Context: an optimization exercise on an open-source flow, tuned for small area, a short achievable clock period and few clock cycles. The choices shown serve that exercise and are no tape-out recipe. RTL that was checked went through simulation tests only; none was proved equivalent to the original. Power and IR drop assume default switching activity.

// GCD
module GCD(
	input clk,
	input rst,
	input start,
	input [7:0] A,
	input [7:0] B,
	output [7:0] gcd_result,
	output ready
);
Size: roughly 360 cells after synthesis.
export LEC_CHECK = 0
export ABC_AREA = 1
export CAP_MARGIN = 20
export CORE_MARGIN = 2
export CORE_UTILIZATION = 40
export CTS_CLUSTER_DIAMETER = 100
export CTS_CLUSTER_SIZE = 30
export SLEW_MARGIN = 20
create_clock -name core_clock -period 4.0 [get_ports {clk}]
standard.sh (not shown) runs the stock make flow with config.mk's settings and CLKGATE_MAP_FILE= SYNTH_SCRIPT=/design/flow/synth_recipe.tcl, a recipe that flattens the netlist after the stock synthesis.
==> flow/flow/run.sh <==
#!/bin/bash
set -euo pipefail
bash standard.sh 'BUFFER_PORTS_ARGS=-buffer_cell sky130_fd_sc_hd__buf_2' finish > standard_flow.log 2>&1
The baseline ran to the end with no violations.
Rerun with:
Settings changed: CTS_BUF_LIST set to sky130_fd_sc_hd__clkbuf_16.
After rerunning: Area after synthesis stays the same; flip-flop and latch count is unchanged; clock skew barely changes; routed wire length rises by about 0.4%; worst setup slack gets better by 0.014 ns; total power rises by 2.6%.
Rerun with:
Settings changed: CTS_BUF_LIST sky130_fd_sc_hd__clkbuf_16 to unset, CTS_CLUSTER_DIAMETER 100 to unset, CTS_CLUSTER_SIZE 30 to unset.
=> Total power is lower by a few percent. Global-route usage goes down by 0.26 points. Worst setup slack loses 0.014 ns. Die area is unchanged.
No functional check of the RTL was part of any run of this note.

========
Another version of the RTL of GCD (not shown whole).
Size in the first run: roughly 23 flip-flops, about 28 I/O pins.
// GCD
module GCD(
	input clk,
	input rst,
	input start,
	input [7:0] A,
	input [7:0] B,
	output [7:0] gcd_result,
	output ready
);
==> flow/config.mk <==
export PLATFORM = sky130hd
export DESIGN_NAME = GCD
export DESIGN_NICKNAME = GCD
export VERILOG_FILES = /design/flow/design.v
export SDC_FILE = /design/flow/constraint.sdc
export NUM_CORES = 4
export LEC_CHECK = 0
export ABC_AREA = 1
export CAP_MARGIN = 20
export CORE_MARGIN = 2
export CORE_UTILIZATION = 65
export CTS_BUF_LIST = sky130_fd_sc_hd__clkbuf_8
export SETUP_SLACK_MARGIN = 2.0
export SLEW_MARGIN = 20
==> flow/constraint.sdc <==
create_clock -name core_clock -period 4.0 [get_ports {clk}]
set_input_delay 0.8000 -clock core_clock [delete_from_list [all_inputs] [get_ports {clk}]]
set_output_delay 0.8000 -clock core_clock [all_outputs]
set_load 0.01 [all_outputs]
==> flow/flow/run.sh <==
#!/bin/bash
set -euo pipefail
bash standard.sh 'BUFFER_PORTS_ARGS=-buffer_cell sky130_fd_sc_hd__buf_1' ADDER_MAP_FILE= \
  'SETUP_MOVE_SEQUENCE=sizeup,swap' SKIP_GATE_CLONING=1 SKIP_LAST_GASP=1 \
  finish > standard_flow.log 2>&1
The first run completed without violations.
Testbench counts at the start, summed over its fixed seeds: cycles 34,956.
Change:
==> flow/flow/run.sh (replaced) <==
#!/bin/bash
set -euo pipefail
bash standard.sh 'BUFFER_PORTS_ARGS=-buffer_cell sky130_fd_sc_hd__buf_2' ADDER_MAP_FILE= \
  'SETUP_MOVE_SEQUENCE=sizeup,swap' SKIP_GATE_CLONING=1 SKIP_LAST_GASP=1 \
  finish > standard_flow.log 2>&1
Settings changed: CORE_UTILIZATION 65 to 50.
Synthesized cell count is unchanged. Flip-flop and latch count is unchanged. Maximum frequency climbs by 2.3%. Total power climbs by 2.5%. Via count drops by 2.1%. Utilization drops by 16 points. Worst setup slack improves by 0.045 ns. First-iteration DRC count drops by 37%. Non-clock buffer count drops by 1. Count of clock-buffer cells in the layout is unchanged.
Change:
Settings changed: CORE_UTILIZATION 50 to 65, SETUP_SLACK_MARGIN 2.0 to 2.1.
Result: Setup slack gets worse by 0.023 ns; routed wire length rises by roughly a tenth; synthesized cell count stays the same; combinational power rises by about a fifth; count of clock-buffer cells in the layout is unchanged; global-route usage increases by 8.4 points.

========
exp/fjord:
The RTL this note starts from:
==> flow/design.v <==
module GCD(
	input clk,
	input rst,
	input start,
	input [7:0] A,
	input [7:0] B,
	output [7:0] gcd_result,
	output ready
);
reg [5:0] a_h;
reg [5:0] b_h;
reg       a0;
reg [2:0] k;
reg       busy;
function [2:0] ctz8(input [7:0] v);
	casez (v)
		8'b???????1: ctz8 = 3'd0;
		8'b??????10: ctz8 = 3'd1;
		8'b?????100: ctz8 = 3'd2;
		8'b????1000: ctz8 = 3'd3;
		8'b???10000: ctz8 = 3'd4;
		8'b??100000: ctz8 = 3'd5;
		8'b?1000000: ctz8 = 3'd6;
		default:     ctz8 = 3'd7;
	endcase
endfunction
function [5:0] oddhi(input [7:0] v);
	reg [7:0] x;
	reg [7:0] sh;
	begin
		x = v ^ {8{v[7]}};
		sh = x >> ctz8(v);
		oddhi = sh[6:1];
	end
endfunction
wire       za = (A == 8'd0);
wire       zb = (B == 8'd0);
wire [5:0] ha = oddhi(A);
wire [5:0] hb = oddhi(B);
wire [5:0] a_init = za ? hb : ha;
wire [5:0] b_init = zb ? ha : hb;
wire [2:0] k_init = ctz8(A | B);
wire       a0_init = ~(za & zb);
wire [6:0] d = {1'b0, a_h} - {1'b0, b_h};
wire       s = d[6];                  
wire [5:0] m = d[5:0] ^ {6{s}};
wire [5:0] u = a_h ^ b_h;
function [2:0] ctz6(input [5:0] v);
	casez (v)
		6'b?????1: ctz6 = 3'd0;
		6'b????10: ctz6 = 3'd1;
		6'b???100: ctz6 = 3'd2;
		6'b??1000: ctz6 = 3'd3;
		6'b?10000: ctz6 = 3'd4;
		default:   ctz6 = 3'd5;
	endcase
endfunction
wire [5:0] b_step = m >> (ctz6(u) + 3'd1);
wire [5:0] a_step = s ? a_h : b_h;
wire eq = (u == 6'd0) | (a_h == 6'd0) | (b_h == 6'd0);    
always @(posedge clk) begin
	if (start) begin
		a_h <= a_init;
		b_h <= b_init;
		k   <= k_init;
		a0  <= a0_init;
	end else begin
		a_h <= a_step;
		b_h <= b_step;
	end
end
always @(posedge clk) begin
	if (rst)
		busy <= 1'b0;
	else if (start)
		busy <= 1'b1;
	else if (eq)
		busy <= 1'b0;
end
assign ready = busy & eq;
assign gcd_result = {a_h & b_h, a0} << k;
endmodule
Settings: LEC_CHECK=0, CAP_MARGIN=20, CORE_MARGIN=2, CORE_UTILIZATION=40, SETUP_SLACK_MARGIN=1.6, SLEW_MARGIN=20; clock period 4.0 ns.
==> flow/flow/run.sh <==
#!/bin/bash
set -euo pipefail
bash standard.sh 'BUFFER_PORTS_ARGS=-buffer_cell sky130_fd_sc_hd__buf_2' finish > standard_flow.log 2>&1
What exp/ember does differently from exp/fjord at the input level:
- swapping 1.6 for 1.2 in SETUP_SLACK_MARGIN
==> flow/run.sh (new file) <==
#!/bin/bash
# synth_recipe.tcl (not shown) runs the flow's synth.tcl, then flattens the netlist and writes it again
# the make line also repeats each setting of config.mk as NAME=value (left out here)
make -C /OpenROAD-flow-scripts/flow DESIGN_CONFIG=/design/flow/config.mk WORK_HOME=/design/flow/orfs CLKGATE_MAP_FILE= SYNTH_SCRIPT=/design/flow/synth_recipe.tcl finish
removed: flow/flow/run.sh
removed: flow/standard.sh
## What came out
- In exp/ember, the layout overhead on the synthesized area came out 7.0 points below the value in exp/fjord.
- Compared exp/ember vs exp/fjord, and part of the cycle the worst path needs is up in exp/ember.
- Going from exp/fjord to exp/ember, total power now sits lower; number of clock-tree buffers in the layout now sits higher.
Modified inputs, exp/xenon compared to exp/ember
- swapping 1.2 for 2.0 in SETUP_SLACK_MARGIN
==> flow/flow/run.sh (new file) <==
#!/bin/bash
set -euo pipefail
bash standard.sh 'BUFFER_PORTS_ARGS=-buffer_cell sky130_fd_sc_hd__buf_2' finish > standard_flow.log 2>&1
==> flow/standard.sh (new file) <==
#!/bin/bash
# synth_recipe.tcl (not shown) runs the flow's synth.tcl, then flattens the netlist and writes it again
# the make line also repeats each setting of config.mk as NAME=value (left out here)
make -C /OpenROAD-flow-scripts/flow DESIGN_CONFIG=/design/flow/config.mk WORK_HOME=/design/flow/orfs CLKGATE_MAP_FILE= SYNTH_SCRIPT=/design/flow/synth_recipe.tcl "${@:-finish}"
removed: flow/run.sh
exp/xenon: met1 routed wirelength after detailed routing is about 14% higher than what exp/ember reported. Worst slack on hold paths for exp/xenon is lower than for exp/ember. Part of the total power dissipated in combinational logic sits higher in exp/xenon than in exp/ember.
For exp/harbor, these inputs were changed with respect to exp/xenon:
- changing SETUP_SLACK_MARGIN from 2.0 to 1.0
Findings:
exp/harbor ended with every stage complete and zero timing, DRC or antenna violations. Per the final summary, exp/xenon finished and its layout is clean on timing, DRC and antenna. exp/xenon → exp/harbor: flip-flop and latch count has remained practically unchanged, standby leakage power has decreased. Wire length: exp/harbor lower than exp/xenon. [compare] base=exp/xenon new=exp/harbor: wire length per cell after detailed routing now sits lower; critical path required time higher; total power decreased about 37%; share of the clock period used by the worst path after layout now larger; part of the power in the clock network picked up an extra 2.2 points.
--- input diff exp/harbor..exp/maple ---
- a deleted SETUP_SLACK_MARGIN that had been 1.0
- an added ABC_AREA of 1
Results
exp/maple vs. exp/harbor: number of cells on the worst reg-to-reg path rose by 1; share of the cycle needed by the critical path after routing fell by 1.5 points; power share of the clock group rose by 0.2 points. End of the critical path = ready: exp/maple; end of the critical path = b_h[4]$_DFF_P_: exp/harbor.
No run of this note included a check of the RTL's function; only the layout flow was run.

========
## oak
// GCD: RTL as listed in full above, without the edits since
==> flow/config.mk <==
export PLATFORM = sky130hd
export DESIGN_NAME = GCD
export DESIGN_NICKNAME = GCD
export VERILOG_FILES = /design/flow/design.v
export SDC_FILE = /design/flow/constraint.sdc
export NUM_CORES = 4
export LEC_CHECK = 0
export CAP_MARGIN = 20
export CORE_MARGIN = 2
export CORE_UTILIZATION = 40
export SLEW_MARGIN = 20
==> flow/constraint.sdc <==
create_clock -name core_clock -period 4.0 [get_ports {clk}]
set_input_delay 0.8000 -clock core_clock [delete_from_list [all_inputs] [get_ports {clk}]]
set_output_delay 0.8000 -clock core_clock [all_outputs]
set_load 0.01 [all_outputs]
run.sh (not shown) runs the stock make flow with config.mk's settings and CLKGATE_MAP_FILE= SYNTH_SCRIPT=/design/flow/synth_recipe.tcl, a recipe that flattens the netlist after the stock synthesis.
Stock flow here: none of the scripts above is used.
Edits applied to the flow inputs when going from oak to pine:
==> flow/flow/run.sh (new file) <==
#!/bin/bash
set -euo pipefail
bash standard.sh 'BUFFER_PORTS_ARGS=-buffer_cell sky130_fd_sc_hd__buf_2' finish > standard_flow.log 2>&1
==> flow/standard.sh (new file) <==
#!/bin/bash
# synth_recipe.tcl (not shown) runs the flow's synth.tcl, then flattens the netlist and writes it again
# the make line also repeats each setting of config.mk as NAME=value (left out here)
make -C /OpenROAD-flow-scripts/flow DESIGN_CONFIG=/design/flow/config.mk WORK_HOME=/design/flow/orfs CLKGATE_MAP_FILE= SYNTH_SCRIPT=/design/flow/synth_recipe.tcl "${@:-finish}"
removed: flow/run.sh
Notes after the runs:
- Going from oak to pine, post-placement setup slack saw an increase; switching power share of the total went up.
- pine vs. oak: maximum fanout count along the critical path increased by 6 relative to the old numbers; total track usage decreased by 0.21 points relative to the old numbers.
- On clock skew, pine does worse than oak.
- Share of the core filled with cells for pine: 2.5 points down relative to oak
- Run comparison: pine library cell contributing the largest single delay on the critical path nor4_1; oak library cell contributing the largest single delay on the critical path clkdlybuf4s50_1
- Count of clock buffers in the final design sits lower in pine than in oak.
- Taking oak as the reference point, the worst-case setup margin in the final layout of pine rises by 0.35 ns.
- For the part of the power in registers, pine came in 0.2 points higher than oak did.
- Delta (pine minus oak): internal reg-to-reg setup slack saw a decrease, final design instance area without fill saw a decrease.
What birch does differently from pine at the input level:
==> flow/run.sh (new file) <==
#!/bin/bash
# synth_recipe.tcl (not shown) runs the flow's synth.tcl, then flattens the netlist and writes it again
# the make line also repeats each setting of config.mk as NAME=value (left out here)
make -C /OpenROAD-flow-scripts/flow DESIGN_CONFIG=/design/flow/config.mk WORK_HOME=/design/flow/orfs CLKGATE_MAP_FILE= SYNTH_SCRIPT=/design/flow/synth_recipe.tcl finish
diff --git a/flow/config.mk b/flow/config.mk
--- a/flow/config.mk
+++ b/flow/config.mk
@@ -9,3 +9,4 @@
 export CORE_MARGIN = 2
 export CORE_UTILIZATION = 40
+export SETUP_SLACK_MARGIN = 1.0
 export SLEW_MARGIN = 20
removed: flow/flow/run.sh
removed: flow/standard.sh
==> results.txt <==
- birch vs pine — ratio of total power to cell area dropped by a few percent
- birch has completed all stages; timing, DRC and antenna checks passed.
- Diff pine -> birch | sum of met3 wire segment lengths after detailed routing | up by more than 10%
- Total of cells resized after clock tree synthesis was lower in pine than in birch.
No run of this note included a check of the RTL's function; only the layout flow was run.

========
Setup of old:
Another version of the RTL of GCD (not shown whole).
For scale: about 23 flip-flops, about 28 I/O pins.
==> flow/config.mk <==
export PLATFORM = sky130hd
export DESIGN_NAME = GCD
export DESIGN_NICKNAME = GCD
export VERILOG_FILES = /design/flow/design.v
export SDC_FILE = /design/flow/constraint.sdc
export NUM_CORES = 4
export LEC_CHECK = 0
export ABC_AREA = 1
export CAP_MARGIN = 20
export CORE_MARGIN = 2
export CORE_UTILIZATION = 55
export CTS_BUF_LIST = sky130_fd_sc_hd__clkbuf_8
export SETUP_SLACK_MARGIN = 2.1
export SLEW_MARGIN = 20
==> flow/constraint.sdc <==
create_clock -name core_clock -period 4.0 [get_ports {clk}]
set_input_delay 0.8000 -clock core_clock [delete_from_list [all_inputs] [get_ports {clk}]]
set_output_delay 0.8000 -clock core_clock [all_outputs]
set_load 0.01 [all_outputs]
standard.sh (not shown) runs the stock make flow with config.mk's settings and CLKGATE_MAP_FILE= SYNTH_SCRIPT=/design/flow/synth_recipe.tcl, a recipe that flattens the netlist after the stock synthesis.
==> flow/flow/run.sh <==
#!/bin/bash
set -euo pipefail
bash standard.sh 'BUFFER_PORTS_ARGS=-buffer_cell sky130_fd_sc_hd__buf_2' ADDER_MAP_FILE= \
  'SETUP_MOVE_SEQUENCE=sizeup,swap' SKIP_GATE_CLONING=1 SKIP_LAST_GASP=1 \
  finish > standard_flow.log 2>&1
Testbench counts of old, summed over its fixed seeds: cycles 34,956.
Inputs modified between old and new:
-- flow/config.mk --
<<< old, line 11
export CORE_UTILIZATION = 55
export CTS_BUF_LIST = sky130_fd_sc_hd__clkbuf_8
export SETUP_SLACK_MARGIN = 2.1
export SLEW_MARGIN = 20
>>> new, line 11
export CORE_UTILIZATION = 55
export CTS_BUF_LIST = sky130_fd_sc_hd__clkbuf_8
export SETUP_SLACK_MARGIN = 1.9
export SLEW_MARGIN = 20
new | status: complete | timing, DRC, antenna: pass. Diff old..new | register-to-register slack | negligible. In the flow results for new and old, the non-clock buffer count is larger on new. Taking old as the reference, in new number of cells in the finished layout apart from fillers about even; delay of the slowest cell on the worst path rose 0.04 ns; routed metal-1 wirelength rose 91 um; post-route clock period utilization about even. new ended up with input port to flop as its worst setup path category; old ended up with flop to flop. Compared with old, in new area taken by flip-flops and latches went down; total power divided by cell area -about 5.6%. Global router's overall resource usage ends up lower on new. Cmp new and old / critical path arrival / lower: old. new reports its highest-delay cell along the critical path as o41ai_1 while old reports edfxtp_1.

========
Another version of the RTL of GCD (not shown whole).
Size: about 380 cells after synthesis, roughly 31 flip-flops, about 28 I/O pins, ~0.0025 mm^2 of cells after synthesis.
Settings: LEC_CHECK=0, ABC_AREA=1, CAP_MARGIN=20, CORE_MARGIN=2, CORE_UTILIZATION=65, SLEW_MARGIN=20; clock period 4.0 ns.
==> flow/flow/run.sh <==
#!/bin/bash
set -euo pipefail
bash standard.sh 'BUFFER_PORTS_ARGS=-buffer_cell sky130_fd_sc_hd__buf_2' ADDER_MAP_FILE= \
  finish > standard_flow.log 2>&1
Testbench counts at the start, summed over its fixed seeds: cycles 34,956.
Rerun with:
--- a/flow/flow/run.sh
+++ b/flow/flow/run.sh
@@ -3,0 +4 @@
+  'SETUP_MOVE_SEQUENCE=sizeup,swap' SKIP_GATE_CLONING=1 SKIP_LAST_GASP=1 \
CORE_UTILIZATION = 40   (was 65)
SETUP_SLACK_MARGIN = 2.15   (was unset)
What happened: Final cell count grows by 5.9%; via count shrinks by 1.6%; clock-buffer cell count shrinks by 1; fmax grows by 3.1%; non-clock buffer count is unchanged; global-route usage shrinks by 12 points.
Rerun with:
--- a/flow/flow/run.sh
+++ b/flow/flow/run.sh
@@ -4 +3,0 @@
-  'SETUP_MOVE_SEQUENCE=sizeup,swap' SKIP_GATE_CLONING=1 SKIP_LAST_GASP=1 \
SETUP_SLACK_MARGIN = unset   (was 2.15)
After rerunning: The changed run ran to the end with no violations. Area after synthesis does not change. Routed wire length hardly moves. Critical path depth went down by 6. Worst setup slack got worse by 52 ps. Total power went down by a few percent. Global-route usage went up by 1.2 points. Final area went down by a few percent. Via count went down slightly. Maximum frequency went down by a few percent. Flip-flop and latch count does not change. Worst hold slack got worse by 18 ps.

==> port drivers added, routing unchanged <==
In the flow no input, the clock included, has a driving cell. The finished layouts below were timed again as built, in two steps.
Step 1 (the two cells are an assumption about what drives the block):
set clk [get_ports {clk}]
set_driving_cell -lib_cell sky130_fd_sc_hd__clkbuf_16 $clk
set_driving_cell -lib_cell sky130_fd_sc_hd__buf_2 [delete_from_list [all_inputs] $clk]
Step 2 times the ports against the registers' clock, not the clock port: input delays grow and output delays shrink by t, the midpoint of the rising clock arrivals with the driver on.
a / b / c = ideal / step 1 / step 2; a / b = the first two.
run | t (ns) | slack for setup (ns) | worst register clock-pin slew, ns
the first run of note 1 | 0.269 | 1.389 / 1.366 / 1.635 | 0.06 / 0.06
the second run of note 1 | 0.275 | 1.402 / 1.375 / 1.649 | 0.05 / 0.05
the third run of note 1 | 0.269 | 1.389 / 1.366 / 1.635 | 0.06 / 0.06
the first run of note 2 | 0.285 | 2.034 / 2.034 / 1.749 | 0.09 / 0.09
the second run of note 2 | 0.285 | 2.079 / 2.084 / 1.799 | 0.08 / 0.08
the third run of note 2 | 0.285 | 2.056 / 2.056 / 1.867 | 0.08 / 0.08
exp/fjord | 0.276 | 1.444 / 1.420 / 1.405 | 0.08 / 0.08
exp/ember | 0.271 | 1.276 / 1.252 / 1.077 | 0.07 / 0.07
exp/xenon | 0.278 | 1.521 / 1.495 / 1.554 | 0.07 / 0.07
exp/harbor | 0.275 | 1.302 / 1.305 / 1.033 | 0.08 / 0.08
exp/maple | 0.278 | 1.362 / 1.337 / 1.610 | 0.08 / 0.08
oak | 0.267 | 0.950 / 0.927 / 0.688 | 0.07 / 0.07
pine | 0.275 | 1.302 / 1.305 / 1.033 | 0.08 / 0.08
birch | 0.271 | 1.103 / 1.078 / 0.933 | 0.07 / 0.07
old | 0.289 | 2.060 / 2.060 / 1.822 | 0.08 / 0.08
new | 0.294 | 2.065 / 2.066 / 1.777 | 0.09 / 0.09
the first run of note 6 | 0.298 | 2.011 / 2.011 / 1.766 | 0.07 / 0.07
the second run of note 6 | 0.301 | 2.071 / 2.071 / 1.950 | 0.07 / 0.07
the third run of note 6 | 0.305 | 2.019 / 2.025 / 1.720 | 0.07 / 0.07
After both steps every run listed still meets setup and hold. The setup slack of the third run of note 6, which loses most, moves by +0.006 ns with the drivers and by -0.299 ns with both steps.
